Context: an optimization exercise on an open-source flow, tuned for small area and a short achievable clock period. The choices shown serve that exercise and are no tape-out recipe. The RTL was checked by simulation tests, not by an equivalence proof against the original design. Power figures rest on the tool's default switching activity, not on a simulated workload.

===== flow/design.v =====
module mb_ao22 (input wire a1, input wire a2, input wire b1, input wire b2, output wire y);
  assign y = (a1 & a2) | (b1 & b2);
endmodule
module mb_hold16 (input wire [15:0] a1, input wire a2, input wire [15:0] b1, input wire b2, output wire [15:0] y);
  genvar i;
  generate for (i = 0; i < 16; i = i + 1) begin : h
    mb_ao22 u (a1[i], a2, b1[i], b2, y[i]);
  end endgenerate
endmodule
module mb_wdec (input wire a, input wire b, input wire a_n, input wire b_n, output wire y, output wire y_n);
  assign y = ~(a_n | b_n);
  assign y_n = ~(a & b);
endmodule
module mb_dec5 (input wire [4:0] a, output wire [31:0] y);
  assign y = 32'd1 << a;
endmodule
module mb_aoi222 (input wire a1, input wire a2, input wire b1, input wire b2,
                  input wire c1, input wire c2, output wire y);
  assign y = ~((a1 & a2) | (b1 & b2) | (c1 & c2));
endmodule
module mb_aoi22 (input wire a1, input wire a2, input wire b1, input wire b2, output wire y);
  assign y = ~((a1 & a2) | (b1 & b2));
endmodule
module mb_nand4 (input wire a, input wire b, input wire c, input wire d, output wire y);
  assign y = ~(a & b & c & d);
endmodule
module mb_nand3 (input wire a, input wire b, input wire c, output wire y);
  assign y = ~(a & b & c);
endmodule
module mb_nand2 (input wire a, input wire b, output wire y);
  assign y = ~(a & b);
endmodule
module mb_nor2 (input wire a, input wire b, output wire y);
  assign y = ~(a | b);
endmodule
module mb_oai31 (input wire a1, input wire a2, input wire a3, input wire b1, output wire y);
  assign y = ~((a1 | a2 | a3) & b1);
endmodule
module mb_rowbit (input wire [31:0] d, input wire [31:0] col, input wire row, output wire y_n);
  wire [10:0] g;
  genvar i;
  generate for (i = 0; i < 10; i = i + 1) begin : t
    mb_aoi222 u (d[3*i], col[3*i], d[3*i+1], col[3*i+1], d[3*i+2], col[3*i+2], g[i]);
  end endgenerate
  mb_aoi22 u10 (d[30], col[30], d[31], col[31], g[10]);
  wire p0, p1, p2;
  mb_nand4 n0 (g[0], g[1], g[2], g[3], p0);
  mb_nand4 n1 (g[4], g[5], g[6], g[7], p1);
  mb_nand3 n2 (g[8], g[9], g[10], p2);
  mb_oai31 o (p0, p1, p2, row, y_n);
endmodule
module mb_or32n (input wire [31:0] x_n, output wire y);
  wire [15:0] l1;
  wire [7:0] l2;
  wire [3:0] l3;
  wire [1:0] l4;
  genvar i;
  generate
    for (i = 0; i < 16; i = i + 1) begin : a mb_nand2 u (x_n[2*i], x_n[2*i+1], l1[i]); end
    for (i = 0; i < 8; i = i + 1) begin : b mb_nor2 u (l1[2*i], l1[2*i+1], l2[i]); end
    for (i = 0; i < 4; i = i + 1) begin : c mb_nand2 u (l2[2*i], l2[2*i+1], l3[i]); end
    for (i = 0; i < 2; i = i + 1) begin : d mb_nor2 u (l3[2*i], l3[2*i+1], l4[i]); end
  endgenerate
  mb_nand2 e (l4[0], l4[1], y);
endmodule
module memory_bulk_4
(input wire clk,
input wire write_en,
input wire[9:0] addr_selector,
input wire[15:0] data_in,
output wire[15:0] data_out
);
wire [31:0] row;
mb_dec5 rdec (addr_selector[9:5], row);
wire [31:0] colq [0:3];
genvar q4;
generate for (q4 = 0; q4 < 4; q4 = q4 + 1) begin : cd
  mb_dec5 u (addr_selector[4:0], colq[q4]);
end endgenerate
wire [31:0] wrow_d, wcol;
mb_dec5 wrdec (addr_selector[9:5], wrow_d);
mb_dec5 wcdec (addr_selector[4:0], wcol);
wire [31:0] wrow = {32{write_en}} & wrow_d;
wire [16*1024-1:0] flat;
genvar r, c, b;
generate for (r = 0; r < 32; r = r + 1) begin : wr
  for (c = 0; c < 32; c = c + 1) begin : wc
    wire wsel, wsel_n;
    mb_wdec s (wrow[r], wcol[c], ~wrow[r], ~wcol[c], wsel, wsel_n);
    reg [15:0] q;
    wire [15:0] d;
    mb_hold16 h (data_in, wsel, q, wsel_n, d);
    always @(posedge clk) q <= d;
    assign flat[16*(32*r+c) +: 16] = q;
  end
end endgenerate
wire [15:0] rd;
generate for (b = 0; b < 16; b = b + 1) begin : rb
  wire [31:0] rowterm_n;
  for (r = 0; r < 32; r = r + 1) begin : rr
    wire [31:0] dv;
    for (c = 0; c < 32; c = c + 1) begin : rc
      assign dv[c] = flat[16*(32*r+c) + b];
    end
    mb_rowbit u (dv, colq[r/8], row[r], rowterm_n[r]);
  end
  mb_or32n t (rowterm_n, rd[b]);
end endgenerate
reg [15:0] dout;
always @(posedge clk) dout <= rd;
assign data_out = dout;
endmodule

===== flow/constraint.sdc =====
create_clock -name core_clock -period 8.0 [get_ports {clk}]
set_input_delay 1.6000 -clock core_clock [delete_from_list [all_inputs] [get_ports {clk}]]
set_output_delay 1.6000 -clock core_clock [all_outputs]
set_load 0.01 [all_outputs]

===== flow/config.mk =====
export PLATFORM = sky130hd
export DESIGN_NAME = memory_bulk_4
export DESIGN_NICKNAME = memory_bulk_4
export VERILOG_FILES = /design/flow/design.v
export SDC_FILE = /design/flow/constraint.sdc
export NUM_CORES = 8
export LEC_CHECK = 0
export CAP_MARGIN = 20
export CORE_MARGIN = 2
export CORE_UTILIZATION = 40
export CTS_CLUSTER_DIAMETER = 80
export CTS_CLUSTER_SIZE = 24
export PLACE_DENSITY = 0.5
export SETUP_SLACK_MARGIN = 4.6
export SLEW_MARGIN = 20
export SYNTH_HIERARCHICAL = 1
export SYNTH_MINIMUM_KEEP_SIZE = 0

===== flow/run.sh =====
#!/bin/bash
# synth_recipe.tcl (not shown) runs the flow's synth.tcl, then flattens the netlist and writes it again
# the make line also repeats each setting of config.mk as NAME=value (left out here)
make -C /OpenROAD-flow-scripts/flow DESIGN_CONFIG=/design/flow/config.mk WORK_HOME=/design/flow/orfs CLKGATE_MAP_FILE= SYNTH_SCRIPT=/design/flow/synth_recipe.tcl finish

==> results.txt <==
stage by stage:
step                      utilization [%]  setup TNS [ns]  worst slack [ns]
after floorplan                         -               0              2.71
after global placement               43.2          -17.27             -1.88
after detailed placement             43.3           -1.23            -0.404
after CTS                            46.2               0              3.53
after global routing                 46.6               0              3.44
final                                46.7               0              3.11
routing by layer:
layer  GRT usage (%)  wire, um  up-vias
met5          0.0980       823        -
met4            25.2    210000      124
met3            12.2    376000     6414
met2            53.4   1180000    40084
met1            50.8   1120000   254867
li1                -         -   197705
Yosys stat by module (local to each module, per instance), excerpt:
module,flip-flops and latches,times used,cells
mb_aoi222,0,5120,1
mb_aoi22,0,512,1
memory_bulk_4,16400,1,16503
mb_nand2,0,336,1
mb_ao22,0,16384,1
mb_wdec,0,1024,2
mb_dec5,0,7,47
registers in the layout, summed over array words and instances (netlist names):
name,flops
dout,16
wr.wc.q,16384
cell families after synthesis:
group                  synth area share (%)
AO/OA/AOI/OAI                          37.3
buffers and inverters                0.0479
flip-flops                             59.0
AND/OR/NAND/NOR                        3.64
synthesized netlist by cell type:
cell,n,area share (%)
or3b_1,21,0.033
nand4_1,1024,1.2
nor2_1,1408,0.95
or3_1,7,0.0079
or2_2,7,0.0079
nand3b_1,21,0.028
nand2b_1,14,0.016
buf_4,3,0.0040
clkbuf_1,21,0.014
inv_1,32,0.022
o31ai_2,512,1.2
nand3_1,519,0.47
nand2_1,1399,0.94
a222oi_1,5120,9.2
a22o_1,16384,26
a22oi_2,512,1.2
and2_1,32,0.036
dfxtp_1,16400,59
buf_6,4,0.0081
final cells by class:
type,instances,area share (%)
diodes,209,0.0807
clock buffers,923,3.34
clock inverters,220,0.438
inverters,32,0.0973
multi-input cells,26997,36.8
flip-flops and latches,16400,50.7
well taps,18487,3.57
repair buffers,2848,5.01
repair inverters,4,0.00734
report_power, final:
group          switching (mW)  internal, mW  leakage, nW
clock network            28.9          20.6         11.9
registers               0.770          82.9          132
logic                    4.46          1.58         92.5
how the worst min path moves through the flow:
stage	start	endpoint	slack, ns	cells past startpoint
final	wr[9].wc[3].q[2]	wr[9].wc[3].q[2]	0.48	1
after global routing	wr[9].wc[28].q[11]	wr[9].wc[28].q[11]	0.49	1
after CTS	wr[19].wc[15].q[3]	wr[19].wc[15].q[3]	0.48	1
after detailed placement	wr[4].wc[3].q[9]	wr[4].wc[3].q[9]	0.45	1
after global placement	wr[26].wc[3].q[8]	wr[26].wc[3].q[8]	0.45	1
after floorplan	wr[0].wc[0].q[0]	wr[0].wc[0].q[0]	0.44	1
repair_timing:
item | CTS | global route
setup endpoints to repair | 16416 | 8154
resized for setup | 2420 | 610
buffers inserted | 408 | 219
pin swaps | 669 | 352
cloned | 100 | 38
==> results.sh <==
export IMPL_status="timing/DRC/antenna clean"
export IMPL_yosysWarnings=7
export IMPL_cpPeakStageDelay_ns=0.69
export IMPL_skew_ns=0.121
export IMPL_grt_total_usage_pct=38.4
export IMPL_placed_area_sq_um=601000
export IMPL_final_cell_mix="16384 x a22o_1, 16384 x dfxtp_1, 5120 x a222oi_1"
export IMPL_multi_input_area_sq_um=238000
export IMPL_critPathKind="input port to flop"
export IMPL_wirelength_um=2890000
export IMPL_yosysSeqAreaShare_pct=59.0
export IMPL_regArea_sq_um=328000
export IMPL_vdd_drop_max_mv=0.214
export IMPL_ys_ff_latch=16400
export IMPL_crit_arrival_ns=6.06
export IMPL_total_power_mw=139
export IMPL_syn_inst=43440
export IMPL_synth_distinct_cells=19
export IMPL_ant_nets=0
export IMPL_path_cells="buf_16 -> buf_16 -> nand2b_4 -> buf_12 -> nor2_4 -> clkbuf_16 -> a222oi_1 -> nand4_1 -> o31ai_2 -> nand2_1 -> nor2_1 -> nand2_1 -> nor2_4 -> nand2_2"
export IMPL_cp_max_fo=61
export IMPL_layout_drive_gt1_share_pct=14.7
export IMPL_drc=0
export IMPL_portBuffers=43
export IMPL_fmax_mhz=205
export IMPL_hold_buffers=0
export IMPL_grt_max_degree=133
export IMPL_syn_area_per_cell_sq_um=12.8
export IMPL_max_slew_margin_pct=3.87
export IMPL_rsz0062_at_grt="yes"
export IMPL_routabilityCongestion=0.913
export IMPL_period_share_pct=61.1
export IMPL_grt_pass1_wl_um=3880000
export IMPL_wl_per_cell_um=43.7
export IMPL_area_growth_pct=16.5
export IMPL_cp_num_buf_inv=4
export IMPL_timing_hold_ws_ns=0.479
export IMPL_root_buffer="clkbuf_16"
export IMPL_fillers=122379
export IMPL_hold_viol=0
export IMPL_dieArea_sq_um=1400000
export IMPL_viasPerCell=7.55
export IMPL_cts_sinks=16400
export IMPL_num_rows=433
export IMPL_clk_pin_slew_ns=0.10
export IMPL_cp_endpoint="dout[15]"
export IMPL_fin_nets=47124
export IMPL_crit_path_end_kind="flop"
export IMPL_start_util_pct=40.1
export IMPL_p_leak_nw=237
export IMPL_r2r_slack_ns=4.34
export IMPL_design_area_sq_um=648000
export IMPL_p_per_area_nw_per_um2=215
export IMPL_overflow=0
export IMPL_die_w_um=1180
export IMPL_path_delay_family="simple AND/OR/NAND/NOR gates"
export IMPL_final_min_clock_period_ns=4.89
export IMPL_syn_area_sq_um=556000
export IMPL_cp_required_ns=9.18
export IMPL_clock_latency_ns=1.30
export IMPL_drt_pass1_iterations=17
export IMPL_cts_max_path_buffers=5
export IMPL_drt_iter0_drc=99703
export IMPL_cp_start_kind="input port"
export IMPL_final_cells=66120
export IMPL_final_setup_viol_count=0
export IMPL_die_y_um=1180
export IMPL_via_count=499194
export IMPL_dp_hpwl_um=1670000
export IMPL_antenna_found_initial=172
export IMPL_syn_num_nets=43468
export IMPL_timing_rr_start="wr[25].wc[21].q[15]"
export IMPL_core_area_sq_um=1390000
export IMPL_critPathSlowestCell="o31ai_2"
export IMPL_maxCapViolCount=0
export IMPL_path_depth=14
export IMPL_cts_buffers=813
export IMPL_hold_class="flop to flop"
export IMPL_drv_slew=0
export IMPL_tightest_slew_ns=1.44
export IMPL_startpoint="addr_selector[2]"
export IMPL_ioPinCount=44
export IMPL_cts_tree="built"
export IMPL_htree_levels=6
export IMPL_worst_r2r_endpoint="dout[15]"
export IMPL_reg2regPathDepth=8
export IMPL_grt_pass1_vias=454438
export IMPL_dp_cells=64002

==> static timing again, ports no longer ideal <==
In the flow no input, the clock included, has a driving cell. The finished layout below was timed again as built, in two steps. Step 1 assumes that a clkbuf_16 drives the clock port and a buf_2 every other input. Step 2 times the ports against the registers' clock, not the clock port: input delays grow and output delays shrink by t, the midpoint of the rising clock arrivals with the driver on. a / b / c = ideal ports / drivers / drivers and shift; a / b = the first two.
t, ns: 1.473
setup slack, ns: 3.114 / 2.945 / 1.473
clock arrival spread, ns: 0.151 / 0.151
After both steps this run still meets setup and hold. The setup slack of this run moves by -0.169 ns with the drivers and by -1.641 ns with both steps.
